This is an optimization exercise on Yosys and OpenROAD, whose aim is small area, not a production implementation. In this exercise RTL edits were held to simulation tests only and were not proved equivalent to the original. No driver is modelled on the clock port, so clocking that relies on it looks cheaper here than on a real chip. No activity file was given, so power comes from the tool's default toggle rates.

===== flow/run.sh =====
#!/bin/bash
# Standard ORFS layout (the standard.sh) with these changes: the port buffers are the
# smallest buffer; the buffers that synthesis left are removed at floorplan; one tie cell
# drives all constant outputs; CTS adds no dummy load cells.
set -euo pipefail
bash standard.sh BUFFER_PORTS_ARGS="-buffer_cell sky130_fd_sc_hd__buf_1" REMOVE_ABC_BUFFERS=1 \
  SKIP_REPAIR_TIE_FANOUT=1 \
  CTS_ARGS="-sink_clustering_enable -repair_clock_nets -dont_use_dummy_load -buf_list sky130_fd_sc_hd__clkbuf_8" \
  finish > standard.log 2>&1

===== standard.sh =====
#!/bin/bash
# synth_recipe.tcl (not shown) runs the flow's synth.tcl, then flattens the netlist and writes it again
# the make line also repeats each setting of config.mk as NAME=value (left out here)
make -C /OpenROAD-flow-scripts/flow DESIGN_CONFIG=/design/flow/config.mk WORK_HOME=/design/flow/orfs CLKGATE_MAP_FILE= SYNTH_SCRIPT=/design/flow/synth_recipe.tcl "${@:-finish}"

===== config.mk =====
export PLATFORM = sky130hd
export DESIGN_NAME = mem_ram
export DESIGN_NICKNAME = mem_ram
export VERILOG_FILES = /design/flow/design.v
export SDC_FILE = /design/flow/constraint.sdc
export NUM_CORES = 4
export LEC_CHECK = 0
export CAP_MARGIN = 0
export CORE_MARGIN = 2
export CORE_UTILIZATION = 40
export GPL_TIMING_DRIVEN = 0
export SLEW_MARGIN = 0
export SYNTH_HIERARCHICAL = 1
export SYNTH_MINIMUM_KEEP_SIZE = 0

===== constraint.sdc =====
create_clock -name core_clock -period 10.0 [get_ports {clk}]
set_input_delay 2.0000 -clock core_clock [delete_from_list [all_inputs] [get_ports {clk}]]
set_output_delay 2.0000 -clock core_clock [all_outputs]
set_load 0.01 [all_outputs]

===== design.v =====
module mem_ram (input clk, wren,
  input [3:0] d11, d12, d13, d14, d15, d16, d17, d18,
  input [3:0] d21, d22, d23, d24, d25, d26, d27, d28,
  input [3:0] d31, d32, d33, d34, d35, d36, d37, d38,
  input [3:0] d41, d42, d43, d44, d45, d46, d47, d48,
  input [3:0] r1, r2, r3, r4,
  output [11:0] w_sum11, w_sum12, w_sum13, w_sum14,
  output [11:0] w_sum15, w_sum16, w_sum17, w_sum18);
  reg [31:0] mem [3:0];  
  always @(posedge clk)
    if (wren) begin
      mem[0] <= {d11, d12, d13, d14, d15, d16, d17, d18};
      mem[1] <= {d21, d22, d23, d24, d25, d26, d27, d28};
      mem[2] <= {d31, d32, d33, d34, d35, d36, d37, d38};
      mem[3] <= {d41, d42, d43, d44, d45, d46, d47, d48};
    end
  wire [3:0] e1_a = r1 & ~r2;
  wire [3:0] e2_a = ~r1 & r2;
  wire [3:0] e3_a = r1 & r2;
  wire [3:0] e1_b = r3 & ~r4;
  wire [3:0] e2_b = ~r3 & r4;
  wire [3:0] e3_b = r3 & r4;
  wire [9:0] y [0:7];
  genvar c;
  generate
    for (c = 0; c < 8; c = c + 1) begin : g_col
      mem_col u_col (.w1(mem[0][31-4*c -: 4]), .w2(mem[1][31-4*c -: 4]),
                     .w3(mem[2][31-4*c -: 4]), .w4(mem[3][31-4*c -: 4]),
                     .e1_a(e1_a), .e2_a(e2_a), .e3_a(e3_a),
                     .e1_b(e1_b), .e2_b(e2_b), .e3_b(e3_b), .y(y[c]));
    end
  endgenerate
  assign w_sum11 = {2'b00, y[0]};
  assign w_sum12 = {2'b00, y[1]};
  assign w_sum13 = {2'b00, y[2]};
  assign w_sum14 = {2'b00, y[3]};
  assign w_sum15 = {2'b00, y[4]};
  assign w_sum16 = {2'b00, y[5]};
  assign w_sum17 = {2'b00, y[6]};
  assign w_sum18 = {2'b00, y[7]};
endmodule
module mem_col (input [3:0] w1, w2, w3, w4,
                input [3:0] e1_a, e2_a, e3_a, e1_b, e2_b, e3_b,
                output [9:0] y);
  wire s1, c2;
  mem_ha u3 (.a(w1[0]), .b(w2[0]), .s(s1), .co(c2));
  wire s4, c5;
  mem_fa u6 (.a(w1[1]), .b(w2[1]), .c(c2), .s(s4), .co(c5));
  wire s7, c8;
  mem_fa u9 (.a(w1[2]), .b(w2[2]), .c(c5), .s(s7), .co(c8));
  wire s10, c11;
  mem_fa u12 (.a(w1[3]), .b(w2[3]), .c(c8), .s(s10), .co(c11));
  wire s13, c14;
  mem_ha u15 (.a(w3[0]), .b(w4[0]), .s(s13), .co(c14));
  wire s16, c17;
  mem_fa u18 (.a(w3[1]), .b(w4[1]), .c(c14), .s(s16), .co(c17));
  wire s19, c20;
  mem_fa u21 (.a(w3[2]), .b(w4[2]), .c(c17), .s(s19), .co(c20));
  wire s22, c23;
  mem_fa u24 (.a(w3[3]), .b(w4[3]), .c(c20), .s(s22), .co(c23));
  wire p25;
  mem_selinv u26 (.e1(e1_a[0]), .e2(e2_a[0]), .e3(e3_a[0]), .w1(w1[0]), .w2(w2[0]), .s(s1), .x(p25));
  wire p27;
  mem_selinv u28 (.e1(e1_a[0]), .e2(e2_a[0]), .e3(e3_a[0]), .w1(w1[1]), .w2(w2[1]), .s(s4), .x(p27));
  wire p29;
  mem_selinv u30 (.e1(e1_a[0]), .e2(e2_a[0]), .e3(e3_a[0]), .w1(w1[2]), .w2(w2[2]), .s(s7), .x(p29));
  wire p31;
  mem_selinv u32 (.e1(e1_a[0]), .e2(e2_a[0]), .e3(e3_a[0]), .w1(w1[3]), .w2(w2[3]), .s(s10), .x(p31));
  wire p33;
  assign p33 = ~(e3_a[0] & c11);
  wire p34;
  mem_selinv u35 (.e1(e1_b[0]), .e2(e2_b[0]), .e3(e3_b[0]), .w1(w3[0]), .w2(w4[0]), .s(s13), .x(p34));
  wire p36;
  mem_selinv u37 (.e1(e1_b[0]), .e2(e2_b[0]), .e3(e3_b[0]), .w1(w3[1]), .w2(w4[1]), .s(s16), .x(p36));
  wire p38;
  mem_selinv u39 (.e1(e1_b[0]), .e2(e2_b[0]), .e3(e3_b[0]), .w1(w3[2]), .w2(w4[2]), .s(s19), .x(p38));
  wire p40;
  mem_selinv u41 (.e1(e1_b[0]), .e2(e2_b[0]), .e3(e3_b[0]), .w1(w3[3]), .w2(w4[3]), .s(s22), .x(p40));
  wire p42;
  assign p42 = ~(e3_b[0] & c23);
  wire p43;
  mem_selinv u44 (.e1(e1_a[1]), .e2(e2_a[1]), .e3(e3_a[1]), .w1(w1[0]), .w2(w2[0]), .s(s1), .x(p43));
  wire p45;
  mem_selinv u46 (.e1(e1_a[1]), .e2(e2_a[1]), .e3(e3_a[1]), .w1(w1[1]), .w2(w2[1]), .s(s4), .x(p45));
  wire p47;
  mem_selinv u48 (.e1(e1_a[1]), .e2(e2_a[1]), .e3(e3_a[1]), .w1(w1[2]), .w2(w2[2]), .s(s7), .x(p47));
  wire p49;
  mem_selinv u50 (.e1(e1_a[1]), .e2(e2_a[1]), .e3(e3_a[1]), .w1(w1[3]), .w2(w2[3]), .s(s10), .x(p49));
  wire p51;
  assign p51 = ~(e3_a[1] & c11);
  wire p52;
  mem_selinv u53 (.e1(e1_b[1]), .e2(e2_b[1]), .e3(e3_b[1]), .w1(w3[0]), .w2(w4[0]), .s(s13), .x(p52));
  wire p54;
  mem_selinv u55 (.e1(e1_b[1]), .e2(e2_b[1]), .e3(e3_b[1]), .w1(w3[1]), .w2(w4[1]), .s(s16), .x(p54));
  wire p56;
  mem_selinv u57 (.e1(e1_b[1]), .e2(e2_b[1]), .e3(e3_b[1]), .w1(w3[2]), .w2(w4[2]), .s(s19), .x(p56));
  wire p58;
  mem_selinv u59 (.e1(e1_b[1]), .e2(e2_b[1]), .e3(e3_b[1]), .w1(w3[3]), .w2(w4[3]), .s(s22), .x(p58));
  wire p60;
  assign p60 = ~(e3_b[1] & c23);
  wire p61;
  mem_selinv u62 (.e1(e1_a[2]), .e2(e2_a[2]), .e3(e3_a[2]), .w1(w1[0]), .w2(w2[0]), .s(s1), .x(p61));
  wire p63;
  mem_selinv u64 (.e1(e1_a[2]), .e2(e2_a[2]), .e3(e3_a[2]), .w1(w1[1]), .w2(w2[1]), .s(s4), .x(p63));
  wire p65;
  mem_selinv u66 (.e1(e1_a[2]), .e2(e2_a[2]), .e3(e3_a[2]), .w1(w1[2]), .w2(w2[2]), .s(s7), .x(p65));
  wire p67;
  mem_selinv u68 (.e1(e1_a[2]), .e2(e2_a[2]), .e3(e3_a[2]), .w1(w1[3]), .w2(w2[3]), .s(s10), .x(p67));
  wire p69;
  assign p69 = ~(e3_a[2] & c11);
  wire p70;
  mem_selinv u71 (.e1(e1_b[2]), .e2(e2_b[2]), .e3(e3_b[2]), .w1(w3[0]), .w2(w4[0]), .s(s13), .x(p70));
  wire p72;
  mem_selinv u73 (.e1(e1_b[2]), .e2(e2_b[2]), .e3(e3_b[2]), .w1(w3[1]), .w2(w4[1]), .s(s16), .x(p72));
  wire p74;
  mem_selinv u75 (.e1(e1_b[2]), .e2(e2_b[2]), .e3(e3_b[2]), .w1(w3[2]), .w2(w4[2]), .s(s19), .x(p74));
  wire p76;
  mem_selinv u77 (.e1(e1_b[2]), .e2(e2_b[2]), .e3(e3_b[2]), .w1(w3[3]), .w2(w4[3]), .s(s22), .x(p76));
  wire p78;
  assign p78 = ~(e3_b[2] & c23);
  wire p79;
  mem_selinv u80 (.e1(e1_a[3]), .e2(e2_a[3]), .e3(e3_a[3]), .w1(w1[0]), .w2(w2[0]), .s(s1), .x(p79));
  wire p81;
  mem_selinv u82 (.e1(e1_a[3]), .e2(e2_a[3]), .e3(e3_a[3]), .w1(w1[1]), .w2(w2[1]), .s(s4), .x(p81));
  wire p83;
  mem_selinv u84 (.e1(e1_a[3]), .e2(e2_a[3]), .e3(e3_a[3]), .w1(w1[2]), .w2(w2[2]), .s(s7), .x(p83));
  wire p85;
  mem_selinv u86 (.e1(e1_a[3]), .e2(e2_a[3]), .e3(e3_a[3]), .w1(w1[3]), .w2(w2[3]), .s(s10), .x(p85));
  wire p87;
  assign p87 = ~(e3_a[3] & c11);
  wire p88;
  mem_selinv u89 (.e1(e1_b[3]), .e2(e2_b[3]), .e3(e3_b[3]), .w1(w3[0]), .w2(w4[0]), .s(s13), .x(p88));
  wire p90;
  mem_selinv u91 (.e1(e1_b[3]), .e2(e2_b[3]), .e3(e3_b[3]), .w1(w3[1]), .w2(w4[1]), .s(s16), .x(p90));
  wire p92;
  mem_selinv u93 (.e1(e1_b[3]), .e2(e2_b[3]), .e3(e3_b[3]), .w1(w3[2]), .w2(w4[2]), .s(s19), .x(p92));
  wire p94;
  mem_selinv u95 (.e1(e1_b[3]), .e2(e2_b[3]), .e3(e3_b[3]), .w1(w3[3]), .w2(w4[3]), .s(s22), .x(p94));
  wire p96;
  assign p96 = ~(e3_b[3] & c23);
  wire s97, c98;
  assign s97 = p25 ^ p34;
  mem_or u99 (.a(p25), .b(p34), .y(c98));
  wire s100, c101;
  mem_fa u102 (.a(p27), .b(p36), .c(p43), .s(s100), .co(c101));
  wire s103, c104;
  mem_fa u105 (.a(p52), .b(c98), .c(s100), .s(s103), .co(c104));
  wire s106, c107;
  mem_fa u108 (.a(p29), .b(p38), .c(p45), .s(s106), .co(c107));
  wire s109, c110;
  mem_fa u111 (.a(p54), .b(p61), .c(p70), .s(s109), .co(c110));
  wire s112, c113;
  mem_fa u114 (.a(c101), .b(s106), .c(s109), .s(s112), .co(c113));
  wire s115, c116;
  assign s115 = c104 ^ s112;
  mem_or u117 (.a(c104), .b(s112), .y(c116));
  wire s118, c119;
  mem_fa u120 (.a(p31), .b(p40), .c(p47), .s(s118), .co(c119));
  wire s121, c122;
  mem_fa u123 (.a(p56), .b(p63), .c(p72), .s(s121), .co(c122));
  wire s124, c125;
  mem_fa u126 (.a(p79), .b(p88), .c(c107), .s(s124), .co(c125));
  wire s127, c128;
  mem_fa u129 (.a(c110), .b(s118), .c(s121), .s(s127), .co(c128));
  wire s130, c131;
  mem_fa u132 (.a(c113), .b(s124), .c(s127), .s(s130), .co(c131));
  wire s133, c134;
  assign s133 = c116 ^ s130;
  mem_or u135 (.a(c116), .b(s130), .y(c134));
  wire s136, c137;
  mem_fa u138 (.a(p33), .b(p42), .c(p49), .s(s136), .co(c137));
  wire s139, c140;
  mem_fa u141 (.a(p58), .b(p65), .c(p74), .s(s139), .co(c140));
  wire s142, c143;
  mem_fa u144 (.a(p81), .b(p90), .c(c119), .s(s142), .co(c143));
  wire s145, c146;
  mem_fa u147 (.a(c122), .b(s136), .c(s139), .s(s145), .co(c146));
  wire s148, c149;
  mem_fa u150 (.a(c125), .b(c128), .c(s142), .s(s148), .co(c149));
  wire s151, c152;
  mem_fa u153 (.a(s145), .b(c131), .c(s148), .s(s151), .co(c152));
  wire s154, c155;
  assign s154 = c134 ^ s151;
  mem_or u156 (.a(c134), .b(s151), .y(c155));
  wire s157, c158;
  mem_fa u159 (.a(p51), .b(p60), .c(p67), .s(s157), .co(c158));
  wire s160, c161;
  mem_fa u162 (.a(p76), .b(p83), .c(p92), .s(s160), .co(c161));
  wire s163, c164;
  mem_fa u165 (.a(c137), .b(c140), .c(s157), .s(s163), .co(c164));
  wire s166, c167;
  mem_fa u168 (.a(s160), .b(c143), .c(c146), .s(s166), .co(c167));
  wire s169, c170;
  mem_fa u171 (.a(s163), .b(c149), .c(s166), .s(s169), .co(c170));
  wire s172, c173;
  mem_fa u174 (.a(c152), .b(s169), .c(c155), .s(s172), .co(c173));
  wire s175, c176;
  mem_fa u177 (.a(p69), .b(p78), .c(p85), .s(s175), .co(c176));
  wire s178, c179;
  mem_fa u180 (.a(p94), .b(c158), .c(c161), .s(s178), .co(c179));
  wire s181, c182;
  mem_fa u183 (.a(s175), .b(c164), .c(s178), .s(s181), .co(c182));
  wire s184, c185;
  mem_fa u186 (.a(c167), .b(s181), .c(c170), .s(s184), .co(c185));
  wire s187, c188;
  assign s187 = s184 ^ c173;
  mem_or u189 (.a(s184), .b(c173), .y(c188));
  wire s190, c191;
  mem_fa u192 (.a(p87), .b(p96), .c(c176), .s(s190), .co(c191));
  wire s193, c194;
  mem_fa u195 (.a(c179), .b(s190), .c(c182), .s(s193), .co(c194));
  wire s196, c197;
  mem_fa u198 (.a(s193), .b(c185), .c(c188), .s(s196), .co(c197));
  wire s199, c200;
  mem_fa u201 (.a(c191), .b(c194), .c(c197), .s(s199), .co(c200));
  assign y[0] = s97;
  assign y[1] = ~s103;
  assign y[2] = s115;
  assign y[3] = s133;
  assign y[4] = s154;
  assign y[5] = ~s172;
  assign y[6] = s187;
  assign y[7] = ~s196;
  assign y[8] = ~s199;
  assign y[9] = ~c200;
endmodule
module mem_fa (input a, b, c, output s, co);
  assign s = a ^ b ^ c;
  assign co = (a & b) | (a & c) | (b & c);
endmodule
module mem_ha (input a, b, output s, co);
  assign s = a ^ b;
  assign co = a & b;
endmodule
module mem_xnor (input a, b, output y);
  assign y = ~(a ^ b);
endmodule
module mem_xor (input a, b, output y);
  assign y = a ^ b;
endmodule
module mem_or (input a, b, output y);
  assign y = a | b;
endmodule
module mem_selinv (input e1, e2, e3, w1, w2, s, output x);
  assign x = ~((e1 & w1) | (e2 & w2) | (e3 & s));
endmodule
module mem_seltrue (input e1, e2, e3, w1, w2, s, output x);
  assign x = (e1 & w1) | (e2 & w2) | (e3 & s);
endmodule

==> impl_results.md, run 1 <==
- Status: finished clean
- EDFF count, synth: 128
- Worst EP required: 8.00 ns
- RSZ-0062 raised after global routing: false
- GPL Wtd Cong: 0.828
- Reg with most FFs: mem
- PostCTS Resize Cnt: 0
- Async SR Flop Fraction: 0%
- CTS tree: done
- Post-DP HPWL: around 28,000 um
- Fin. Hold Viols: 0
- Biggest regs: mem: 128 flops
- Worst path most repeated cell: fa_1
- H-tree depth: 4
- Diode count: 0
- Global Route Usage Sum: 24.3%
- Non-Filler Instances: 1,597
- Hold Path Stages: 1
- Crit path cell chain: buf_1 -> and2_2 -> a222oi_1 -> fa_1 -> fa_1 -> fa_1 -> fa_1 -> or2_1 -> fa_1 -> or2_1 -> fa_1 -> fa_1 -> inv_1 -> buf_1
- Die area: about 0.036 mm2
- Peak VDD IR: 0.351 mV
- Core Footprint: roughly 0.034 mm2
- Starting Density: between 40% and 50%
- Top cells by area, synth: fa_1 (41%), edfxtp_1 (27%), a222oi_1 (18%), buf_4 (3.0%), xor2_1 (2.5%)
- ANT nets after route: 0
- Total iterations of the first detailed-routing run: 17
- Post-CTS Setup Repair Bufs: 0
- CTS sink cnt: around 130
- Largest net degree at the start of global routing: 42
- Tcrit/Tclk final: 93.6%
- Synth-to-Final Area Change: 9.21%
- I/O Pins: 242
- # hold bufs at CTS: 0
- Post-synth top area cell: fa_1
- #FFs+latches synth: around 130
- Power Density: 284 mW/mm2
- Commonest cells in the netlist: fa_1 (288), a222oi_1 (256), edfxtp_1 (128)
- Number of port buffers: 225
- CP max stage delay: 0.97 ns
- Vias in the first global route: 11.5k
- Max-cap violations: 0
- Top Family by Delay on Critical Path: adder cells
- First-pass GRT wire length: 65,900 um
- Fraction of layout cells with a size suffix above 1: 3.94%
- Met3 WL: 5660 um
- Setup TNS: 0 ns
- Top cell type's share of synthesized area: 41.2%
- Count leader, synth: fa_1
- Initial antenna violation count: 0
- Yosys cell types: 12
- Final nets: 1,594
- Worst-margin pin slew: 1.25 ns
- Final setup fails: 0
- Flip-flop count of the largest register after layout: 128
- Die height: 191 um
- Worst path slowest cell: and2_2
- Hold Path Class: primary input to flop
- Post-route minimum period: 9.36 ns
- Grt ovf: 0
- Met2 WL post-DR: 20,800 um
- Worst-case clock buffer depth: 2
- Seq/Total Area, Yosys: 27.5%
- Hold EP: mem[1][29]
- Most used flip-flop cell after synthesis: edfxtp_1
- Worst slew margin: ~17%
- # rows: slightly below 70
- Top Metal Used: met4
- Post-Place Cells: approximately 1.6k
- Synth Warn #: 9
- Die Span X: 191 um
- Worst min-delay path startpoint: d21[1]
- Post-Synthesis Cells: between 900 and 1k
- DRT iter0 DRCs: 3,456
- DR vias/cell: 6.82
- Wire length on met1: ~16,000 um
- Root buffer cell: clkbuf_8
- Mapped Area: ~0.014 mm2
- P_leak: 4.66 nW
- Fin. max-slew vios: 0
- Clock transition at path regs: ~0.08 ns
- WP buf/inv: 3
- Fmax: around 110 MHz
- Via count: 10.9k
- Final WL: 43,600 um
- WL/cell: between 20 and 30 um
- TritonCTS Buffers: 17
- WP data arrival: 7.36 ns
- Crit path max fanout: 40
- Worst setup path category: primary input to primary output
- CP endpoint kind: primary output
- Syn avg cell area: between 10 and 15 um2
- Startpoint Class: primary input
- Drc violations: 0
## modules after synthesis, one instance, submodules excluded
module,area (um2),times used,flip-flops and latches
mem_ram,4170,1,128
mem_selinv,10.0,256,0
mem_col,130,8,0
mem_ha,12.5,16,0
mem_fa,20.0,288,0
mem_or,6.26,40,0
## logic make-up (layout without fill, tap and decap cells)
group / after synthesis / count (layout) / share of synthesized area, %
other: 1 / 1 / 0.0268
DFF: 128 / 128 / 27.5
AOI/OAI and AO/OA: 256 / 256 / 18.3
xor gates and xnor gates: 40 / 40 / 2.50
and+or+nand+nor: 128 / 128 / 4.94
buffers and inverters: 96 / 285 / 4.08
adders and majority gates: 304 / 304 / 42.7
## placed cells by master, fill, tap and decap left out
cell type / instances
buf_2: 1
and2b_2: 16
ha_1: 16
and2_2: 8
a222oi_1: 256
edfxtp_1: 128
buf_1: 224
xor2_1: 40
inv_1: 40
clkbuf_8: 17
nand2_1: 64
buf_12: 3
fa_1: 288
or2_1: 40
conb_1: 1
## layer usage
layer	vias to the layer above	GRT usage (%)
met5	-	0
met4	0	9.51
met3	113	5.47
met2	928	39.5
met1	5529	31.7
li1	4325	-
## stage by stage
step	hold slack, ns	cell area, um2	power [W]	util [%]	setup WS [ns]
2_1_floorplan	2.10	13600	0.00295	-	1.57
3_3_place_gp	2.17	15000	0.00401	43.5	0.702
3_5_place_dp	2.17	15000	0.00404	43.7	0.679
4_1_cts	1.63	15300	0.00442	44.3	0.669
5_1_grt	1.64	15300	0.00482	44.3	0.484
6_report	1.68	15300	0.00433	44.3	0.642
## final cells by class
type	instances	area [um2]
clock buffers	17	234
fillers	3183	19200
inverters	40	150
multi-input cells	729	9570
flip-flops and latches	128	3840
well taps	455	569
repair buffers	228	906
## worst max-delay path by stage
stage                from    endpoint  slack, ns  cells after the start
finish              r4[1]  w_sum14[8]       0.64                     14
detailed placement  r2[0]  w_sum14[8]       0.68                     14
CTS                 r2[0]  w_sum14[8]       0.67                     14
floorplan           r4[0]  w_sum11[8]       1.57                     12
global route        r4[0]  w_sum13[8]       0.48                     14
global placement    r3[1]  w_sum14[8]       0.70                     14
## power by group
group          switching, W  internal [W]  leakage, nW
Combinational       0.00192       0.00135         3.29
Clock              0.000201      0.000149        0.122
Sequential        0.0000684      0.000641         1.25
==> run 2, diff against run 1 <==
==> flow/run.sh (replaced) <==
#!/bin/bash
# Standard ORFS layout (the standard.sh) with these changes: the port buffers are the
# smallest buffer, the buffers that synthesis left are removed at floorplan, and CTS adds
# no dummy load cells.
set -euo pipefail
bash standard.sh BUFFER_PORTS_ARGS="-buffer_cell sky130_fd_sc_hd__buf_1" REMOVE_ABC_BUFFERS=1 \
  CTS_ARGS="-sink_clustering_enable -repair_clock_nets -dont_use_dummy_load -buf_list sky130_fd_sc_hd__clkbuf_8" \
  finish > standard.log 2>&1
==> run 2 against run 1 <==
Compared with the run above: critical endpoint is now w_sum12[8]; synthesized cell count unchanged; critical path depth unchanged; largest power group unchanged; combinational power about the same; maximum frequency down 0.74%; sequential power about the same; cell count up 0.94%; via count down 0.62%; clock power about the same.
==> impl_results.md, run 2 <==
- Reg with most FFs: mem
- Global Route Usage Sum: 24.8%
- WHS: roughly 1.7 ns
- Met3 WL: 5870 um
- Root buffer cell: clkbuf_8
- Die area: 0.0365 mm2
- # rows: between 60 and 70
- ANT nets after route: 0
- Count leader, synth: fa_1
- Final setup fails: 0
- Top cells by area, synth: fa_1 (41%), edfxtp_1 (27%), a222oi_1 (18%), buf_4 (3.0%), xor2_1 (2.5%)
- Top cell type's share of synthesized area: 41.2%
- Grt ovf: 0
- Syn avg cell area: about 15 um2
- Seq/Total Area, Yosys: 27.5%
- Synth Warn #: 9
- Final WL: approximately 45,000 um
- Fin. Hold Viols: 0
- Tcrit/Tclk final: 94.3%
- Fraction of layout cells with a size suffix above 1: slightly below 4%
- Post-Synthesis Cells: 953
- DR vias/cell: about 6.7
- DRT iter0 DRCs: 2,729
- Largest net degree at the start of global routing: 41
- Status: finished clean
- Worst-case clock buffer depth: 2
- Setup TNS: 0 ns
- Crit path max fanout: 40
- Drc violations: 0
- Vias in the first global route: about 11k
- Power Density: between 200 and 300 mW/mm2
- Final nets: 1,609
- Worst setup path category: primary input to primary output
- CTS sink cnt: 128
- Post-CTS Setup Repair Bufs: 0
- Worst EP required: 8.00 ns
- Post-DP HPWL: 28,100 um
- Flip-flop count of the largest register after layout: roughly 130
- Max-cap violations: 0
- Mapped Area: 0.0140 mm2
- Fin. max-slew vios: 0
- WL/cell: roughly 28 um
- Starting Density: 40.6%
- #FFs+latches synth: 128
- WP data arrival: 7.43 ns
- PostCTS Resize Cnt: 0
- I/O Pins: 242
- Wire length on met1: 15,600 um
- Met2 WL post-DR: 21,600 um
- Number of port buffers: 225
- Most frequent cells in the layout: fa_1 (288), a222oi_1 (256), buf_1 (224)
- Total iterations of the first detailed-routing run: 14
- Commonest cells in the netlist: fa_1 (288), a222oi_1 (256), edfxtp_1 (128)
- Post-route minimum period: 9.43 ns
- CP max stage delay: 1.00 ns
- Post-synth top area cell: fa_1
- Async SR Flop Fraction: 0%
- Diode count: 0
- Most common cell after layout, fill and taps aside: fa_1
- Die Span X: approximately 190 um
- Yosys cell types: 12
- WP buf/inv: 3
- Top Family by Delay on Critical Path: adder cells
- Worst slew margin: 15.5%
- CTS tree: done
- H-tree depth: 4
- Die height: 191 um
- RSZ-0062 raised after global routing: false
- Top Metal Used: met4
- Hold Path Class: primary input to flop
- Fmax: 106 MHz
- Crit path cell chain: buf_1 -> and2_2 -> a222oi_1 -> fa_1 -> fa_1 -> fa_1 -> fa_1 -> or2_1 -> fa_1 -> or2_1 -> fa_1 -> fa_1 -> inv_1 -> buf_1
- Worst path slowest cell: and2_2
- Synth-to-Final Area Change: 9.62%
- Peak VDD IR: 0.333 mV
- EDFF count, synth: 128
- Initial antenna violation count: 0
- Biggest regs: mem: 128 flops
- Core Footprint: 0.0345 mm2
- First-pass GRT wire length: 66,100 um
- P_leak: between 4 and 5 nW
- Worst-margin pin slew: 1.27 ns
- Startpoint Class: primary input
- Worst path most repeated cell: fa_1
- Most used flip-flop cell after synthesis: edfxtp_1
- CP endpoint kind: primary output
- TritonCTS Buffers: 17
- Clock transition at path regs: 0.09 ns
- # hold bufs at CTS: 0
- GPL Wtd Cong: 0.839
- Via count: 10.8k
-- run 2: changes by cell type in the layout (fill, tap and decap cells not counted) --
cell	before	now
conb_1	1	16
-- run 2: final cells by class --
class,count,area (um2)
clock buffer,17,234
fill,3195,19100
inverter,40,150
multi-input combinational,744,9630
sequential,128,3840
tap,455,569
timing repair buffer,228,906
-- run 2: cell families after synthesis --
group           count (synthesis)  share of synthesized area, %
fa+ha+maj                     304                          42.7
compound gates                256                          18.3
simple gates                  128                          4.94
flops                         128                          27.5
buf+inv                        96                          4.08
xor+xnor                       40                          2.50
other cells                     1                        0.0268
-- run 2: final timing paths --
kind | endpoint | slack, ns | depth (start not counted) | start
min | mem[2][19] | 1.68 | 1 | d34[3]
max | w_sum12[8] | 0.57 | 14 | r4[0]
-- run 2: layer usage --
metal / vias up / GRT usage, %
met4: 0 / 9.63
met3: 120 / 6.28
met5: - / 0
met1: 5445 / 31.2
li1: 4340 / -
met2: 922 / 41.1
-- run 2: through the flow --
| step | area [um2] | cells | worst slack [ns] | utilization, % | total power [W] |
|---|---|---|---|---|---|
| final | 15300 | 1612 | 0.572 | 44.5 | 0.00434 |
| after global routing | 15300 | 1612 | 0.440 | 44.5 | 0.00480 |
| after CTS | 15300 | 1612 | 0.612 | 44.5 | 0.00442 |
| after detailed placement | 15100 | 1595 | 0.623 | 43.8 | 0.00404 |
| after global placement | 15000 | 1592 | 0.624 | 43.6 | 0.00401 |
| after floorplan | 13600 | 912 | 1.57 | - | 0.00295 |
-- run 2: power by group --
part           internal (W)  switching (W)  leakage [nW]
registers          0.000641      0.0000675          1.25
logic               0.00136        0.00192          3.33
clock network      0.000149       0.000201         0.122
total               0.00215        0.00219          4.71
-- run 2: Yosys stat by module (local to each module, per instance) --
module	area [um2]	copies in the design	flops+latches
mem_or	6.26	40	0
mem_col	130	8	0
mem_fa	20.0	288	0
mem_selinv	10.0	256	0
mem_ram	4170	1	128
mem_ha	12.5	16	0
==> run 3, diff against run 2 <==
==> flow/run.sh (replaced) <==
#!/bin/bash
# Standard ORFS layout (the standard.sh) with these changes: the port buffers are the
# smallest buffer; the buffers that synthesis left are removed at floorplan; one tie cell
# drives all constant outputs; CTS adds no dummy load cells and uses clkbuf_4 leaves, of
# which those that drive 9 or more registers are made clkbuf_8 (flow/post_cts.tcl).
set -euo pipefail
here=$(pwd)
bash standard.sh BUFFER_PORTS_ARGS="-buffer_cell sky130_fd_sc_hd__buf_1" REMOVE_ABC_BUFFERS=1 \
  SKIP_REPAIR_TIE_FANOUT=1 \
  CTS_ARGS="-sink_clustering_enable -repair_clock_nets -dont_use_dummy_load -buf_list sky130_fd_sc_hd__clkbuf_4 -root_buf sky130_fd_sc_hd__clkbuf_8" \
  POST_CTS_TCL="$here/flow/post_cts.tcl" \
  finish > standard.log 2>&1
==> flow/post_cts.tcl (new file) <==
# After CTS: a leaf clock buffer (clkbuf_4) that drives 9 or more registers becomes a clkbuf_8,
# to keep the slew at the register clock pins low; then the placement is legalized again.
set db [ord::get_db]
set block [ord::get_db_block]
set m8 [$db findMaster sky130_fd_sc_hd__clkbuf_8]
set count 0
foreach inst [$block getInsts] {
  if { [[$inst getMaster] getName] ne "sky130_fd_sc_hd__clkbuf_4" } { continue }
  set net [[$inst findITerm X] getNet]
  if { $net eq "NULL" || [$net getSigType] ne "CLOCK" } { continue }
  set n [expr { [llength [$net getITerms]] - 1 }]
  if { $n >= 9 } {
    $inst swapMaster $m8
    incr count
  }
}
puts "post_cts: $count leaf clock buffers resized to clkbuf_8"
detailed_placement
check_placement -verbose
estimate_parasitics -placement
==> run 3 against run 2 <==
Compared with the run above: critical path type unchanged; sequential power about the same; still clean; first-iteration DRC count increased by 23%; largest power group unchanged; count of clock-buffer cells in the layout stayed put; worst setup slack gained 0.059 ns; routed wire length is 2.5% lower; global-route usage shrank 0.54 points; via count increased by 0.42%.
==> impl_results.md, run 3 <==
- Status: finished clean
- Peak VDD IR: 0.351 mV
- Reg with most FFs: mem
- Die area: between 0.03 and 0.04 mm2
- Clock transition at path regs: between 0.1 and 0.15 ns
- Post-Synthesis Cells: around 950
- Max-cap violations: 0
- Fin. Hold Viols: 0
- GPL Wtd Cong: 0.828
- Drc violations: 0
- Largest family of logic cells by synthesized area: adder cells
- Hold Path Stages: 1
- CP endpoint kind: primary output
- Hold EP: mem[2][1]
- Synth Area in Compound Gates: 18.3%
- Post-Synth XOR/XNOR Area: 2.50%
- Vias in the first global route: 11.5k
- Post-synth top area cell: fa_1
- Final nets: between 1.5k and 2k
- First-pass GRT wire length: 65,800 um
- RSZ-0062 raised after global routing: false
- Yosys cell types: 12
- Post-Place Cells: 1,580
- DP Area: 0.0150 mm2
- Via count: 10.9k
- CTS sink cnt: approximately 130
- Synth-to-Final Area Change: 8.74%
- Final WL: 43,600 um
- Top cell type's share of synthesized area: 41.2%
- Worst setup path category: primary input to primary output
- Post-DP HPWL: 28,000 um
- Synth Warn #: 9
- Fraction of layout cells with a size suffix above 1: ~4%
- Core Footprint: 0.0345 mm2
- I/O Pins: 242
- CTS tree: done
- Die Span X: 191 um
- Post-route minimum period: 9.37 ns
- Starting Density: approximately two fifths
- Number of port buffers: 225
- Final setup fails: 0
- Most common cell after layout, fill and taps aside: fa_1
- Setup TNS: 0 ns
- Fill cell count: 3,195
- Most used flip-flop cell after synthesis: edfxtp_1
- Fin. max-slew vios: 0
- Worst EP required: ~8 ns
- Worst slew margin: 16.0%
- Fmax: 107 MHz
- Simple-gate area share of the yosys netlist: 4.94%
- Biggest regs: mem: 128 flops
- Seq/Total Area, Yosys: a little over a quarter
- Grt ovf: 0
- Final Instance Area: 0.0152 mm2
- Startpoint Class: primary input
- DRT iter0 DRCs: between 3k and 4k
- EDFF count, synth: approximately 130
- P_leak: approximately 4.6 nW
- Tcrit/Tclk final: a little over nine tenths
- DR vias/cell: around 6.8
- Adder-cell share of the synthesized area: 42.7%
- Core Util, Final: 44.1%
- Commonest cells in the netlist: fa_1 (288), a222oi_1 (256), edfxtp_1 (128)
- WHS: approximately 1.7 ns
- Crit path max fanout: 40
- WP data arrival: 7.37 ns
- Worst min-delay path startpoint: d38[1]
- Syn avg cell area: 14.7 um2
- Die height: 191 um
- #FFs+latches synth: around 130
- Hold Path Class: primary input to flop
- Worst-margin pin slew: 1.26 ns
- Async SR Flop Fraction: 0%
- ANT nets after route: 0
- Most frequent cells in the layout: fa_1 (288), a222oi_1 (256), buf_1 (224)
- Top cells by area, synth: fa_1 (41%), edfxtp_1 (27%), a222oi_1 (18%), buf_4 (3.0%), xor2_1 (2.5%)
- Total iterations of the first detailed-routing run: 17
- Global Route Usage Sum: 24.3%
- Power Density: approximately 280 mW/mm2
- Initial antenna violation count: 1
- # rows: 68
- Flip-flop count of the largest register after layout: 128
- Largest net degree at the start of global routing: between 40 and 50
- Mapped Area: 0.0140 mm2
- Non-Filler Instances: 1,598
- Count leader, synth: fa_1
- Mux share of post-synthesis cell area: 0%
- WL/cell: 27.3 um
==> run 3: cell counts after synthesis <==
Identical to the previous run, type by type.
==> run 3: worst max path at each step <==
stage / slack, ns / endpoint / cells past startpoint / startpoint
finish: 0.63 / w_sum14[8] / 14 / r3[1]
global route: 0.48 / w_sum13[8] / 14 / r4[0]
detailed placement: 0.68 / w_sum14[8] / 14 / r2[0]
global placement: 0.70 / w_sum14[8] / 14 / r3[1]
floorplan: 1.57 / w_sum11[8] / 12 / r4[0]
==> run 3: critical path, cell delays in order <==
cell	delay, ns
buf_1	0.12
and2_2	0.99
a222oi_1	0.28
fa_1	0.52
fa_1	0.46
fa_1	0.53
fa_1	0.43
or2_1	0.26
fa_1	0.40
or2_1	0.26
fa_1	0.39
fa_1	0.43
inv_1	0.06
buf_1	0.21
==> run 3: through the flow <==
| stage | worst slack [ns] | total power (W) |
|---|---|---|
| detailed placement | 0.679 | 0.00404 |
| global route | 0.483 | 0.00477 |
| global placement | 0.702 | 0.00401 |
| finish | 0.631 | 0.00428 |
| floorplan | 1.57 | 0.00295 |
==> run 3: routing by layer <==
layer  wire (um)  vias to the layer above  global-route usage [%]
li1            -                     4328                       -
met1       15600                     5504                    31.5
met2       20700                      926                    39.4
met3        5840                      115                    5.60
met4        1410                        0                    9.69
met5           0                        -                       0
==> run 3: cell type report <==
type	count	area, um2	area share, %
inverter	40	150	0.987
multi-input combinational	729	9570	62.9
tap	455	569	3.74
clock buffer	17	165	1.09
sequential	128	3840	25.3
timing repair buffer	228	906	5.96
antenna	1	2.50	0.0165
==> run 3: logic make-up (layout without fill, tap and decap cells) <==
family	Yosys count	in the layout
other	1	2
buffers and inverters	96	285
AOI/OAI and AO/OA	256	256
DFF	128	128
and+or+nand+nor	128	128
adders and majority gates	304	304
xor gates and xnor gates	40	40
==> run 3: per-module statistics from Yosys, one instance, submodules excluded <==
module | cell area, um2 | times used | flops+latches | cells inside
mem_ram | 4170 | 1 | 128 | 169
mem_fa | 20.0 | 288 | 0 | 1
mem_or | 6.26 | 40 | 0 | 1
mem_selinv | 10.0 | 256 | 0 | 1
mem_col | 130 | 8 | 0 | 23
mem_ha | 12.5 | 16 | 0 | 1
==> run 3: power by group <==
group / switching (W) / total (W) / internal [W] / leakage [nW]
logic: 0.00192 / 0.00327 / 0.00135 / 3.29
registers: 0.0000679 / 0.000709 / 0.000641 / 1.25
clock network: 0.000194 / 0.000298 / 0.000104 / 0.0938
total: 0.00218 / 0.00428 / 0.00210 / 4.63
==> run 4, diff against run 3 <==
==> flow/run.sh (replaced) <==
#!/bin/bash
# Standard ORFS layout (the standard.sh) with these changes: the port buffers are the
# smallest buffer; the buffers that synthesis left are removed at floorplan; one tie cell
# drives all constant outputs; CTS adds no dummy load cells and uses clkbuf_4 leaves, of
# which those whose estimated slew at the registers is over 105 ps are made clkbuf_8 (flow/post_cts.tcl); after global routing, gates off the critical paths are downsized (RECOVER_POWER).
set -euo pipefail
here=$(pwd)
bash standard.sh BUFFER_PORTS_ARGS="-buffer_cell sky130_fd_sc_hd__buf_1" REMOVE_ABC_BUFFERS=1 \
  SKIP_REPAIR_TIE_FANOUT=1 RECOVER_POWER=100 \
  CTS_ARGS="-sink_clustering_enable -repair_clock_nets -dont_use_dummy_load -buf_list sky130_fd_sc_hd__clkbuf_4 -root_buf sky130_fd_sc_hd__clkbuf_8" \
  POST_CTS_TCL="$here/flow/post_cts.tcl" \
  finish > standard.log 2>&1
==> flow/post_cts.tcl (replaced) <==
# After CTS: every leaf clock buffer (clkbuf_4) whose estimated worst slew at the register
# clock pins it drives is over 105 ps becomes a clkbuf_8; then the placement is legalized again.
set db [ord::get_db]
set block [ord::get_db_block]
set m8 [$db findMaster sky130_fd_sc_hd__clkbuf_8]
estimate_parasitics -placement
set count 0
foreach inst [$block getInsts] {
  if { [[$inst getMaster] getName] ne "sky130_fd_sc_hd__clkbuf_4" } { continue }
  set net [[$inst findITerm X] getNet]
  if { $net eq "NULL" || [$net getSigType] ne "CLOCK" } { continue }
  set worst 0
  foreach it [$net getITerms] {
    if { [$it isOutputSignal] } { continue }
    set s [get_property [get_pins "[[$it getInst] getName]/[[$it getMTerm] getName]"] slew_max]
    if { $s > $worst } { set worst $s }
  }
  if { $worst > 0.105 } {
    $inst swapMaster $m8
    incr count
  }
}
puts "post_cts: $count leaf clock buffers resized to clkbuf_8"
detailed_placement
check_placement -verbose
estimate_parasitics -placement
==> run 4 against run 3 <==
Compared with the run above: via count decreased by 0.52%; sequential power about the same; routed wire length about the same; global-route usage about the same; largest cell class unchanged; cell count about the same; the layout now fails its checks (max-capacitance violations, max-slew violations); total power increased by 0.27%; count of clock-buffer cells in the layout unchanged; synthesized area unchanged; first-iteration DRC count increased by 1.3%.
==> impl_results.md, run 4 <==
- Final nets: ~1.6k
- WP buf/inv: 3
- Syn avg cell area: 14.7 um2
- Peak VDD IR: 0.350 mV
- Worst path most repeated cell: fa_1
- I/O Pins: 242
- Grt ovf: 0
- Fmax: 107 MHz
- Top cell type's share of synthesized area: between 40% and 50%
- Synth-to-Final Area Change: 8.53%
- Mapped Area: 0.0140 mm2
- Reg with most FFs: mem
- Non-Filler Instances: 1,599
- Largest net degree at the start of global routing: 42
- Most used flip-flop cell after synthesis: edfxtp_1
- P_leak: 4.61 nW
- Biggest regs: mem: 128 flops
- Post-Synthesis Cells: approximately 950
- Hold Path Class: primary input to flop
- Crit path max fanout: 40
- Design Power: 0.00429 W
- Post-synth top area cell: fa_1
- CP endpoint kind: primary output
- Flip-flop count of the largest register after layout: 128
- Power Density: 282 mW/mm2
- Via count: roughly 11k
- Most frequent cells in the layout: fa_1 (288), a222oi_1 (256), buf_1 (224)
- Core Util, Final: 44.1%
- Worst-margin pin slew: 2.26 ns
- Total iterations of the first detailed-routing run: 15
- Initial antenna violation count: 0
- Fin. max-slew vios: 83
- Fraction of layout cells with a size suffix above 1: 3.59%
- WL/cell: 27.2 um
- Starting Density: 40.6%
- DR vias/cell: 6.76
- Final WL: ~44,000 um
- EDFF count, synth: between 100 and 150
- First-pass GRT wire length: between 60,000 and 70,000 um
- Vias in the first global route: 11.5k
- Top Family by Delay on Critical Path: adder cells
- Status: complete, but fails checks
- Clock transition at path regs: 0.09 ns
- DRT iter0 DRCs: 3,395
- # rows: 68
- Core Footprint: approximately 0.034 mm2
- Startpoint Class: primary input
- Commonest cells in the netlist: fa_1 (288), a222oi_1 (256), edfxtp_1 (128)
- Most common cell after layout, fill and taps aside: fa_1
- Post-Place Cells: around 1.6k
- #FFs+latches synth: 128
- Final setup fails: 0
- Layout Check Fails: max-capacitance violations, max-slew violations
- CTS sink cnt: 128
- Post-DP HPWL: ~28,000 um
- Die area: approximately 0.036 mm2
- CTS tree: done
- Die Span X: 191 um
- RSZ-0062 raised after global routing: false
- Global Route Usage Sum: 24.3%
- Async SR Flop Fraction: 0%
- Worst path slowest cell: and2_2
- Drc violations: 0
- Synth Warn #: 9
- Top cells by area, synth: fa_1 (41%), edfxtp_1 (27%), a222oi_1 (18%), buf_4 (3.0%), xor2_1 (2.5%)
- Seq/Total Area, Yosys: a little over a quarter
- GPL Wtd Cong: 0.828
- Yosys cell types: 12
- Max-cap violations: 2
- CP max stage delay: around 1 ns
- Post-route minimum period: 9.36 ns
- Tcrit/Tclk final: 93.6%
- Worst EP required: 8.00 ns
- Number of port buffers: 225
- ANT nets after route: 0
- Worst setup path category: primary input to primary output
- Fin. Hold Viols: 0
- Worst slew margin: -50.4%
- WP data arrival: approximately 7.4 ns
- Count leader, synth: fa_1
- Die height: around 190 um
- Setup TNS: 0 ns
- Crit path cell chain: buf_1 -> and2_2 -> a222oi_1 -> fa_1 -> fa_1 -> fa_1 -> fa_1 -> or2_0 -> fa_1 -> or2_0 -> fa_1 -> fa_1 -> inv_1 -> buf_1
[run 4: changes by cell type in the layout (fill, tap and decap cells not counted), sizes merged]
cell	change
diode	+1
buf	-4
clkbuf	+4
[run 4: stage by stage]
stage / hold WS [ns] / setup slack [ns] / area [um2]
final: 1.68 / 0.640 / 15200
after global routing: 1.64 / 0.467 / 15200
after detailed placement: 2.17 / 0.679 / 15000
after global placement: 2.17 / 0.702 / 15000
after floorplan: 2.10 / 1.57 / 13600
[run 4: cells by family after synthesis]
kind of cell,Yosys count,share of synthesized area [%]
compound gates,256,18.3
xor+xnor,40,2.50
fa+ha+maj,304,42.7
buf+inv,96,4.08
flops,128,27.5
other cells,1,0.0268
simple gates,128,4.94
[run 4: final cells by class]
| cell class | count | area [um2] |
|---|---|---|
| Antenna cell | 2 | 5.00 |
| Clock buffer | 17 | 184 |
| Fill cell | 3203 | 19300 |
| Inverter | 40 | 150 |
| Multi-Input combinational cell | 729 | 9570 |
| Sequential cell | 128 | 3840 |
| Tap cell | 455 | 569 |
| Timing Repair Buffer | 228 | 856 |
[run 4: worst paths after layout]
path / startpoint / to / slack (ns) / cells past startpoint
setup / recovery: r3[1] / w_sum14[8] / 0.64 / 14
hold / removal: d36[3] / mem[2][11] / 1.68 / 1
[run 4: per-module statistics from Yosys, one instance, submodules excluded]
module,cells,flip-flops and latches
mem_or,1,0
mem_fa,1,0
mem_col,23,0
mem_ram,169,128
mem_ha,1,0
mem_selinv,1,0
[run 4: where the power goes]
part	internal, W	switching (W)
Clock	0.000116	0.000197
Sequential	0.000642	0.0000682
Combinational	0.00135	0.00192
Total	0.00211	0.00218
[run 4: layer usage]
metal	vias up	wire (um)	GRT usage (%)	part of all wire, %
li1	4329	-	-	-
met1	5467	15600	31.5	36
met2	912	20800	39.4	48
met3	109	5700	5.60	13
met4	0	1410	9.69	3.2
met5	-	0	0	0
==> run 5, diff against run 4 <==
--- a/config.mk
+++ b/config.mk
@@ -5,10 +5,10 @@
 export SDC_FILE = /design/flow/constraint.sdc
 export NUM_CORES = 4
 export LEC_CHECK = 0
-export CAP_MARGIN = 0
+export CAP_MARGIN = 20
 export CORE_MARGIN = 2
 export CORE_UTILIZATION = 40
 export GPL_TIMING_DRIVEN = 0
-export SLEW_MARGIN = 0
+export SLEW_MARGIN = 20
 export SYNTH_HIERARCHICAL = 1
 export SYNTH_MINIMUM_KEEP_SIZE = 0
==> run 5 against run 4 <==
Compared with the run above: the layout still fails its checks (max-capacitance violations, max-slew violations); combinational power barely moved; sequential power barely moved; maximum frequency rose by 0.47%; global-route usage fell by 0.12 points; critical endpoint unchanged; worst setup slack improved by 0.044 ns; cell count barely moved; utilization barely moved; clock power barely moved; count of clock-buffer cells in the layout did not move; synthesized cell count did not move; largest power group unchanged; hold slack got worse by 0.0023 ns.
==> impl_results.md, run 5 <==
- Clock transition at path regs: 0.11 ns
- Fin. Hold Viols: 0
- CTS sink cnt: between 100 and 150
- Worst EP required: roughly 8.0 ns
- Fmax: 107 MHz
- Final nets: 1,595
- Final setup fails: 0
- Top cells by area, synth: fa_1 (41%), edfxtp_1 (27%), a222oi_1 (18%), buf_4 (3.0%), xor2_1 (2.5%)
- Post-route minimum period: 9.32 ns
- # rows: 68
- Starting Density: 40.6%
- Reg with most FFs: mem
- Startpoint Class: primary input
- Fill cell count: roughly 3.2k
- Post-layout worst setup margin: slightly below 0.7 ns
- Top cell type's share of synthesized area: between 40 and 50%
- Drc violations: 0
- Grt ovf: 0
- Total iterations of the first detailed-routing run: 14
- Syn avg cell area: approximately 15 um2
- Async SR Flop Fraction: 0%
- Die area: 0.0365 mm2
- Worst slew margin: -24.2%
- Final WL: 43,600 um
- Post-synth top area cell: fa_1
- Final Instance Area: 0.0152 mm2
- Max-cap violations: 2
- Status: complete, but fails checks
- Flip-flop count of the largest register after layout: 128
- Synth-to-Final Area Change: 8.53%
- Worst slack at placement: a little under 0.7 ns
- Die Span X: 191 um
- Global Route Usage Sum: between 20% and 30%
- P_leak: 4.61 nW
- Reg area: about 0.0038 mm2
- GPL Wtd Cong: approximately 0.83
- Most frequent cells in the layout: fa_1 (288), a222oi_1 (256), buf_1 (224)
- Diode count: 0
- Seq/Total Area, Yosys: a little over a quarter
- Worst setup path category: primary input to primary output
- DR vias/cell: 6.80
- Biggest regs: mem: 128 flops
- Most used flip-flop cell after synthesis: edfxtp_1
- Fin. max-slew vios: 67
- Yosys cell types: 12
- Fraction of layout cells with a size suffix above 1: 3.59%
- Mapped Area: 0.0140 mm2
- DP Area: 0.0151 mm2
- EDFF count, synth: 128
- WHS: approximately 1.7 ns
- Count leader, synth: fa_1
- Crit path max fanout: 40
- Core Footprint: 0.0345 mm2
- Peak VDD IR: around 0.33 mV
- First-pass GRT wire length: 65,900 um
- Post-DP HPWL: 28,100 um
- DRT iter0 DRCs: about 3.3k
- Synth Warn #: 9
- Most common cell after layout, fill and taps aside: fa_1
- ANT nets after route: 0
- Hold Path Class: primary input to flop
- RSZ-0062 raised after global routing: false
- Power Density: ~280 mW/mm2
- Layout Check Fails: max-capacitance violations, max-slew violations
- Worst-margin pin slew: 1.86 ns
- Via count: 10.9k
- Setup TNS: 0 ns
- Largest net degree at the start of global routing: 41
- Crit path capture: w_sum14[8]
- Number of port buffers: about 230
- Vias in the first global route: 11.5k
- CTS tree: done
- Die height: between 150 and 200 um
- I/O Pins: 242
- Initial antenna violation count: 0
- Commonest cells in the netlist: fa_1 (288), a222oi_1 (256), edfxtp_1 (128)
- Critical path launch point: r3[1]
- Tcrit/Tclk final: 93.2%
- WL/cell: between 20 and 30 um
- CP endpoint kind: primary output
- Multi-input gate area: ~0.0096 mm2
- #FFs+latches synth: 128
- Post-Synthesis Cells: 953
- WP data arrival: ~7.3 ns
run 5: routing by layer:
layer	up-vias	wire (um)	GRT usage, %
li1	4326	-	-
met1	5542	15800	31.8
met2	895	20800	39.0
met3	105	5700	5.34
met4	0	1280	9.36
met5	-	0	0
run 5: cell families after synthesis:
logic type	after synthesis	share of synthesized area, %
buffers and inverters	96	4.08
AO/OA/AOI/OAI	256	18.3
other	1	0.0268
flip-flops	128	27.5
adder cells (fa/ha/maj)	304	42.7
AND/OR/NAND/NOR	128	4.94
XOR/XNOR	40	2.50
run 5: worst min-delay path by stage:
stage | from | to | slack, ns | cells past startpoint
6_report | d31[1] | mem[2][29] | 1.67 | 1
5_1_grt | d38[3] | mem[2][3] | 1.64 | 1
2_1_floorplan | d18[0] | mem[0][0] | 2.10 | 0
3_5_place_dp | d36[0] | mem[2][8] | 2.17 | 1
3_3_place_gp | d46[3] | mem[3][11] | 2.17 | 1
run 5: worst max-delay path, stage by stage:
cell and delay (ns):
buf_1 0.11, and2_2 0.96, a222oi_1 0.28, fa_1 0.52, fa_1 0.46, fa_1 0.53
fa_1 0.44, or2_0 0.25, fa_1 0.41, or2_0 0.25, fa_1 0.39, fa_1 0.45
inv_1 0.06, buf_1 0.19
run 5: area by class of cell:
type / instances / share of cell area, %
Inverter: 40 / 0.989
Sequential cell: 128 / 25.3
Clock buffer: 17 / 1.21
Tap cell: 455 / 3.75
Multi-Input combinational cell: 729 / 63.1
Timing Repair Buffer: 229 / 5.66
run 5: power breakdown:
| group | internal (W) | switching [W] | total (W) |
|---|---|---|---|
| clock | 0.000116 | 0.000198 | 0.000314 |
| sequential | 0.000642 | 0.0000687 | 0.000711 |
| combinational | 0.00135 | 0.00192 | 0.00327 |
| total | 0.00211 | 0.00218 | 0.00429 |
run 5: modules after synthesis, one instance, submodules excluded:
| module | copies in the design | flip-flops and latches |
|---|---|---|
| mem_selinv | 256 | 0 |
| mem_col | 8 | 0 |
| mem_or | 40 | 0 |
| mem_ha | 16 | 0 |
| mem_fa | 288 | 0 |
| mem_ram | 1 | 128 |
run 5: through the flow:
stage	util, %	std cells	power, W
after floorplan	-	897	0.00295
after global placement	43.5	1577	0.00401
after detailed placement	43.8	1581	0.00404
after global routing	44.1	1598	0.00477
final	44.1	1598	0.00429
==> run 6, diff against run 5 <==
==> flow/run.sh (replaced) <==
#!/bin/bash
# Standard ORFS layout (the standard.sh) with these changes: the port buffers are the
# smallest buffer; the buffers that synthesis left are removed at floorplan; one tie cell
# drives all constant outputs; CTS adds no dummy load cells and uses clkbuf_4 leaves, of
# which those whose estimated slew at the registers is over 105 ps are made clkbuf_8 (flow/post_cts.tcl).
set -euo pipefail
here=$(pwd)
bash standard.sh BUFFER_PORTS_ARGS="-buffer_cell sky130_fd_sc_hd__buf_1" REMOVE_ABC_BUFFERS=1 \
  SKIP_REPAIR_TIE_FANOUT=1 \
  CTS_ARGS="-sink_clustering_enable -repair_clock_nets -dont_use_dummy_load -buf_list sky130_fd_sc_hd__clkbuf_4 -root_buf sky130_fd_sc_hd__clkbuf_8" \
  POST_CTS_TCL="$here/flow/post_cts.tcl" \
  finish > standard.log 2>&1
--- a/config.mk
+++ b/config.mk
@@ -5,10 +5,10 @@
 export SDC_FILE = /design/flow/constraint.sdc
 export NUM_CORES = 4
 export LEC_CHECK = 0
-export CAP_MARGIN = 20
+export CAP_MARGIN = 0
 export CORE_MARGIN = 2
 export CORE_UTILIZATION = 40
 export GPL_TIMING_DRIVEN = 0
-export SLEW_MARGIN = 20
+export SLEW_MARGIN = 0
 export SYNTH_HIERARCHICAL = 1
 export SYNTH_MINIMUM_KEEP_SIZE = 0
==> run 6 against run 5 <==
Compared with the run above: the run now finishes clean; die area is the same; global-route usage grew 0.12 points; routed wire length grew 0.11%; final area grew 0.31%; count of clock-buffer cells in the layout is the same; total power is essentially flat; cell count is essentially flat; synthesized cell count is the same; via count is essentially flat; utilization grew 0.13 points; first-iteration DRC count grew 1.5%; largest cell class unchanged; largest power group unchanged; highest routed layer unchanged.
==> impl_results.md, run 6 <==
- Top Family by Delay on Critical Path: adder cells
- Design Power: 0.00429 W
- Most common cell after layout, fill and taps aside: fa_1
- Max-cap violations: 0
- Commonest cells in the netlist: fa_1 (288), a222oi_1 (256), edfxtp_1 (128)
- GPL Wtd Cong: 0.828
- Startpoint Class: primary input
- Clock transition at path regs: 0.10 ns
- Worst slew margin: 16.2%
- GRT met1 Usage: around a third
- Most used flip-flop cell after synthesis: edfxtp_1
- Vias in the first global route: 11.5k
- Crit path cell chain: buf_1 -> and2_2 -> a222oi_1 -> fa_1 -> fa_1 -> fa_1 -> fa_1 -> or2_1 -> fa_1 -> or2_1 -> fa_1 -> fa_1 -> inv_1 -> buf_1
- Hold Path Class: primary input to flop
- Seq/Total Area, Yosys: 27.5%
- Count leader, synth: fa_1
- Top cells by area, synth: fa_1 (41%), edfxtp_1 (27%), a222oi_1 (18%), buf_4 (3.0%), xor2_1 (2.5%)
- Global Route Usage Sum: 24.3%
- Fraction of layout cells with a size suffix above 1: 3.94%
- #FFs+latches synth: 128
- Syn avg cell area: 14.7 um2
- Via count: 10.9k
- Initial antenna violation count: 0
- Starting Density: 40.6%
- Number of port buffers: 225
- Routing usage on met2: 39.4%
- Synth-to-Final Area Change: 8.86%
- Met3 Usage GRT: 5.60%
- WP data arrival: about 7.4 ns
- Post-layout worst setup margin: 0.651 ns
- Core Footprint: 0.0345 mm2
- DR vias/cell: 6.81
- Yosys cell types: 12
- Post-synth top area cell: fa_1
- Worst slack at placement: 0.679 ns
- RSZ-0062 raised after global routing: false
- Post-Synthesis Cells: 953
- WL/cell: approximately 27 um
- Reg with most FFs: mem
- Peak VDD IR: 0.351 mV
- I/O Pins: 242
- Diode count: 0
- Most frequent cells in the layout: fa_1 (288), a222oi_1 (256), buf_1 (224)
- Worst path most repeated cell: fa_1
- WHS: roughly 1.7 ns
- Die Span X: 191 um
- Top Usage Layer GRT: met2
- Tcrit/Tclk final: 93.5%
- Worst path slowest cell: and2_2
- Total iterations of the first detailed-routing run: 13
- Fin. max-slew vios: 0
- P_leak: 4.64 nW
- CP max stage delay: just under 1 ns
- Crit path max fanout: 40
- Mapped Area: 0.0140 mm2
- Fmax: between 100 and 150 MHz
- Final WL: around 44,000 um
- WP buf/inv: 3
- First-pass GRT wire length: 65,800 um
- Setup TNS: 0 ns
- Top cell type's share of synthesized area: 41.2%
- Grt ovf: 0
- Worst EP required: 8.00 ns
- EDFF count, synth: 128
- Largest net degree at the start of global routing: 42
- Final setup fails: 0
- CTS tree: done
- Flip-flop count of the largest register after layout: 128
- Async SR Flop Fraction: 0%
- Worst setup path category: primary input to primary output
- CP endpoint kind: primary output
- Die area: 0.0365 mm2
- CTS sink cnt: 128
- Biggest regs: mem: 128 flops
- Synth Warn #: 9
- Die height: 191 um
- ANT nets after route: 0
- DRT iter0 DRCs: around 3.3k
- Power Density: 282 mW/mm2
- Drc violations: 0
- Post-route minimum period: 9.35 ns
- Worst-margin pin slew: 1.26 ns
- Fill cell count: 3,192
- Non-Filler Instances: 1,597
- Post-DP HPWL: 28,000 um
- Final nets: 1,594
- Post-Place Cells: 1,580
- # rows: 68
- Fin. Hold Viols: 0
- Status: finished clean
[run 6: cell counts after synthesis]
No cell type changed its count.
[run 6: cell families (layout without fill, tap and decap cells)]
group           count (synthesis)  after routing  share of synthesized area [%]
compound gates                256            256                           18.3
xor+xnor                       40             40                           2.50
fa+ha+maj                     304            304                           42.7
buf+inv                        96            285                           4.08
flops                         128            128                           27.5
other cells                     1              1                         0.0268
simple gates                  128            128                           4.94
[run 6: per-module statistics from Yosys, one instance, submodules excluded]
module      flip-flops and latches  cells inside  times used
mem_col                          0            23           8
mem_fa                           0             1         288
mem_ha                           0             1          16
mem_or                           0             1          40
mem_ram                        128           169           1
mem_selinv                       0             1         256
[run 6: per-layer routing]
metal,routed length [um],up-vias
li1,-,4322
met1,15500,5523
met4,1330,0
met2,20900,925
met3,5920,100
met5,0,-
[run 6: cell type report]
cell class                      instances  area, um2  share of cell area, %
Tap cell                              455        569                   3.74
Sequential cell                       128       3840                   25.2
Inverter                               40        150                  0.986
Clock buffer                           17        184                   1.21
Multi-Input combinational cell        729       9570                   62.9
Timing Repair Buffer                  228        906                   5.95
[run 6: through the flow]
stage               area, um2  util [%]
finish                  15200      44.2
global placement        15000      43.5
floorplan               13600         -
global route            15200      44.2
detailed placement      15000      43.7
[run 6: report_power, final]
| group | switching [W] | total, W | internal, W |
|---|---|---|---|
| combinational | 0.00192 | 0.00327 | 0.00135 |
| clock | 0.000196 | 0.000313 | 0.000116 |
| sequential | 0.0000685 | 0.000709 | 0.000641 |
[run 6: worst paths after layout]
check / startpoint / endpoint / slack (ns) / cells past startpoint
max: r3[1] / w_sum14[8] / 0.65 / 14
min: d37[3] / mem[2][7] / 1.68 / 1
==> run 7, diff against run 6 <==
==> flow/run.sh (replaced) <==
#!/bin/bash
# Standard ORFS layout (the standard.sh) with these changes: the port buffers are the
# smallest buffer; the buffers that synthesis left are removed at floorplan; one tie cell
# drives all constant outputs; CTS adds no dummy load cells and uses a clkbuf_16 root and clkbuf_4 leaves, of
# which those whose estimated slew at the registers is over 105 ps are made clkbuf_8 (flow/post_cts.tcl).
set -euo pipefail
here=$(pwd)
bash standard.sh BUFFER_PORTS_ARGS="-buffer_cell sky130_fd_sc_hd__buf_1" REMOVE_ABC_BUFFERS=1 \
  SKIP_REPAIR_TIE_FANOUT=1 \
  CTS_ARGS="-sink_clustering_enable -repair_clock_nets -dont_use_dummy_load -buf_list sky130_fd_sc_hd__clkbuf_4 -root_buf sky130_fd_sc_hd__clkbuf_16" \
  POST_CTS_TCL="$here/flow/post_cts.tcl" \
  finish > standard.log 2>&1
==> run 7 against run 6 <==
Compared with the run above: still clean on timing, DRC and antenna; synthesized cell count did not move; die area stayed put; maximum frequency is 0.13% lower; routed wire length is essentially flat; count of clock-buffer cells in the layout unchanged; sequential cell count stayed put; utilization about the same; global-route usage is essentially flat; final area is essentially flat; cell count stayed put; critical path type unchanged; critical endpoint unchanged; largest power group unchanged.
==> impl_results.md, run 7 <==
- Mapped Area: about 0.014 mm2
- Peak VDD IR: 0.351 mV
- Tcrit/Tclk final: a little over nine tenths
- Async SR Flop Fraction: 0%
- Total iterations of the first detailed-routing run: 14
- EDFF count, synth: 128
- I/O Pins: ~240
- Post-layout worst setup margin: roughly 0.64 ns
- GPL Wtd Cong: 0.828
- DRT iter0 DRCs: 3,293
- Diode count: 0
- Number of port buffers: between 200 and 250
- Syn avg cell area: 14.7 um2
- Most common cell after layout, fill and taps aside: fa_1
- Critical path launch point: r3[1]
- Yosys cell types: 12
- Count leader, synth: fa_1
- Crit path max fanout: 40
- First-pass GRT wire length: 65,800 um
- Reg with most FFs: mem
- RSZ-0062 raised after global routing: false
- DR vias/cell: ~6.8
- Seq/Total Area, Yosys: between 20 and 30%
- Crit path cell chain: buf_1 -> and2_2 -> a222oi_1 -> fa_1 -> fa_1 -> fa_1 -> fa_1 -> or2_1 -> fa_1 -> or2_1 -> fa_1 -> fa_1 -> inv_1 -> buf_1
- Startpoint Class: primary input
- ANT nets after route: 0
- Starting Density: 40.6%
- Flip-flop count of the largest register after layout: 128
- Clock transition at path regs: 0.10 ns
- WP buf/inv: 3
- Post-DP HPWL: about 28,000 um
- Grt ovf: 0
- Synth-to-Final Area Change: 8.94%
- Final nets: between 1.5k and 2k
- Post-route minimum period: 9.36 ns
- CTS tree: done
- Most used flip-flop cell after synthesis: edfxtp_1
- Global Route Usage Sum: 24.3%
- Worst path slowest cell: and2_2
- Max-cap violations: 0
- Die Span X: 191 um
- Fraction of layout cells with a size suffix above 1: about 4%
- Largest net degree at the start of global routing: 42
- # rows: slightly below 70
- Top cell type's share of synthesized area: just over 40%
- Worst slew margin: between 10% and 20%
- Post-synth top area cell: fa_1
- WL/cell: roughly 27 um
- #FFs+latches synth: 128
- CTS sink cnt: around 130
- Drc violations: 0
- Vias in the first global route: 11.5k
- P_leak: 4.64 nW
- Core Footprint: about 0.034 mm2
- Biggest regs: mem: 128 flops
- Die area: about 0.036 mm2
- WP data arrival: 7.36 ns
- Fmax: 107 MHz
- Die height: 191 um
- CP max stage delay: between 0.9 and 1 ns
- Synth Warn #: 9
- Power Density: 283 mW/mm2
- Hold Path Class: primary input to flop
- Fin. max-slew vios: 0
- Worst slack at placement: 0.679 ns
- Fin. Hold Viols: 0
- Most frequent cells in the layout: fa_1 (288), a222oi_1 (256), buf_1 (224)
- Initial antenna violation count: 0
- Via count: 10.9k
- Status: finished clean
- Post-Synthesis Cells: 953
- Final WL: between 40,000 and 50,000 um
- Worst EP required: 8.00 ns
- Commonest cells in the netlist: fa_1 (288), a222oi_1 (256), edfxtp_1 (128)
- Top Family by Delay on Critical Path: adder cells
- Setup TNS: 0 ns
- Worst-margin pin slew: 1.24 ns
- CP endpoint kind: primary output
- Worst setup path category: primary input to primary output
- Worst min-delay path startpoint: d37[3]
- Top cells by area, synth: fa_1 (41%), edfxtp_1 (27%), a222oi_1 (18%), buf_4 (3.0%), xor2_1 (2.5%)
- Worst path most repeated cell: fa_1
- Final setup fails: 0
run 7: cell counts after synthesis:
No cell type changed its count.
run 7: cell type report:
type / instances / area, um2
Fill cell: 3193 / 19200
Multi-Input combinational cell: 729 / 9570
Sequential cell: 128 / 3840
Timing Repair Buffer: 228 / 906
Tap cell: 455 / 569
Clock buffer: 17 / 195
Inverter: 40 / 150
run 7: routing by layer:
layer  track usage [%]  wire [um]  vias to the layer above
met4              9.69       1360                        0
li1                  -          -                     4322
met5                 0          0                        -
met3              5.60       5780                      106
met1              31.5      15500                     5527
met2              39.4      21000                      958
run 7: worst paths after layout:
check | end | cells past startpoint
setup / recovery | w_sum14[8] | 14
hold / removal | mem[2][7] | 1
run 7: stage by stage:
step	cells	hold slack, ns	total power (W)	instance area [um2]	utilization [%]
final	1597	1.75	0.00431	15200	44.2
after detailed placement	1580	2.17	0.00404	15000	43.7
after global routing	1597	1.73	0.00480	15200	44.2
after global placement	1577	2.17	0.00401	15000	43.5
after floorplan	897	2.10	0.00295	13600	-
run 7: modules after synthesis, one instance, submodules excluded:
| module | times used | area, um2 |
|---|---|---|
| mem_selinv | 256 | 10.0 |
| mem_col | 8 | 130 |
| mem_or | 40 | 6.26 |
| mem_fa | 288 | 20.0 |
| mem_ha | 16 | 12.5 |
| mem_ram | 1 | 4170 |
run 7: cell families (layout without fill, tap and decap cells):
group / Yosys count / count (layout) / synth area share, %
XOR/XNOR: 40 / 40 / 2.50
other: 1 / 1 / 0.0268
AND/OR/NAND/NOR: 128 / 128 / 4.94
buffers and inverters: 96 / 285 / 4.08
flip-flops: 128 / 128 / 27.5
adder cells (fa/ha/maj): 304 / 304 / 42.7
AO/OA/AOI/OAI: 256 / 256 / 18.3
run 7: power breakdown:
group / internal (W) / switching (W) / leakage [nW]
Combinational: 0.00135 / 0.00192 / 3.29
Clock: 0.000127 / 0.000196 / 0.107
Sequential: 0.000641 / 0.0000683 / 1.25

-- port drivers added, routing unchanged --
The flow's constraints put no driver on any port. The routed layouts listed below were extracted and timed again, unchanged, in two steps. Step 1 (the two cells are an assumption about what drives the block):
set clk [get_ports {clk}]
set_driving_cell -lib_cell sky130_fd_sc_hd__clkbuf_16 $clk
set_driving_cell -lib_cell sky130_fd_sc_hd__buf_2 [delete_from_list [all_inputs] $clk]
Step 2 times the ports against the registers' clock, not the clock port: input delays grow and output delays shrink by t, the midpoint of the rising clock arrivals with the driver on. Slacks: ideal / step 1 / step 2; pairs: ideal / step 1.
run	shift t [ns]	setup slack, ns	hold WS [ns]	slew at the worst register clock pin (ns)
run 1	0.520	0.642 / 0.608 / 0.608	1.680 / 1.657 / 2.177	0.08 / 0.08
run 2	0.521	0.572 / 0.548 / 0.548	1.676 / 1.648 / 2.169	0.09 / 0.09
run 3	0.515	0.631 / 0.596 / 0.596	1.672 / 1.648 / 2.163	0.12 / 0.12
run 4	0.521	0.640 / 0.607 / 0.607	1.677 / 1.647 / 2.168	0.10 / 0.10
run 5	0.518	0.684 / 0.653 / 0.653	1.675 / 1.651 / 2.168	0.11 / 0.11
run 6	0.514	0.651 / 0.617 / 0.617	1.679 / 1.653 / 2.167	0.10 / 0.10
run 7	0.441	0.638 / 0.605 / 0.605	1.754 / 1.725 / 2.165	0.10 / 0.10
For run 3, which loses most, drivers alone change the setup slack by -0.035 ns; drivers and shift together by -0.035 ns.
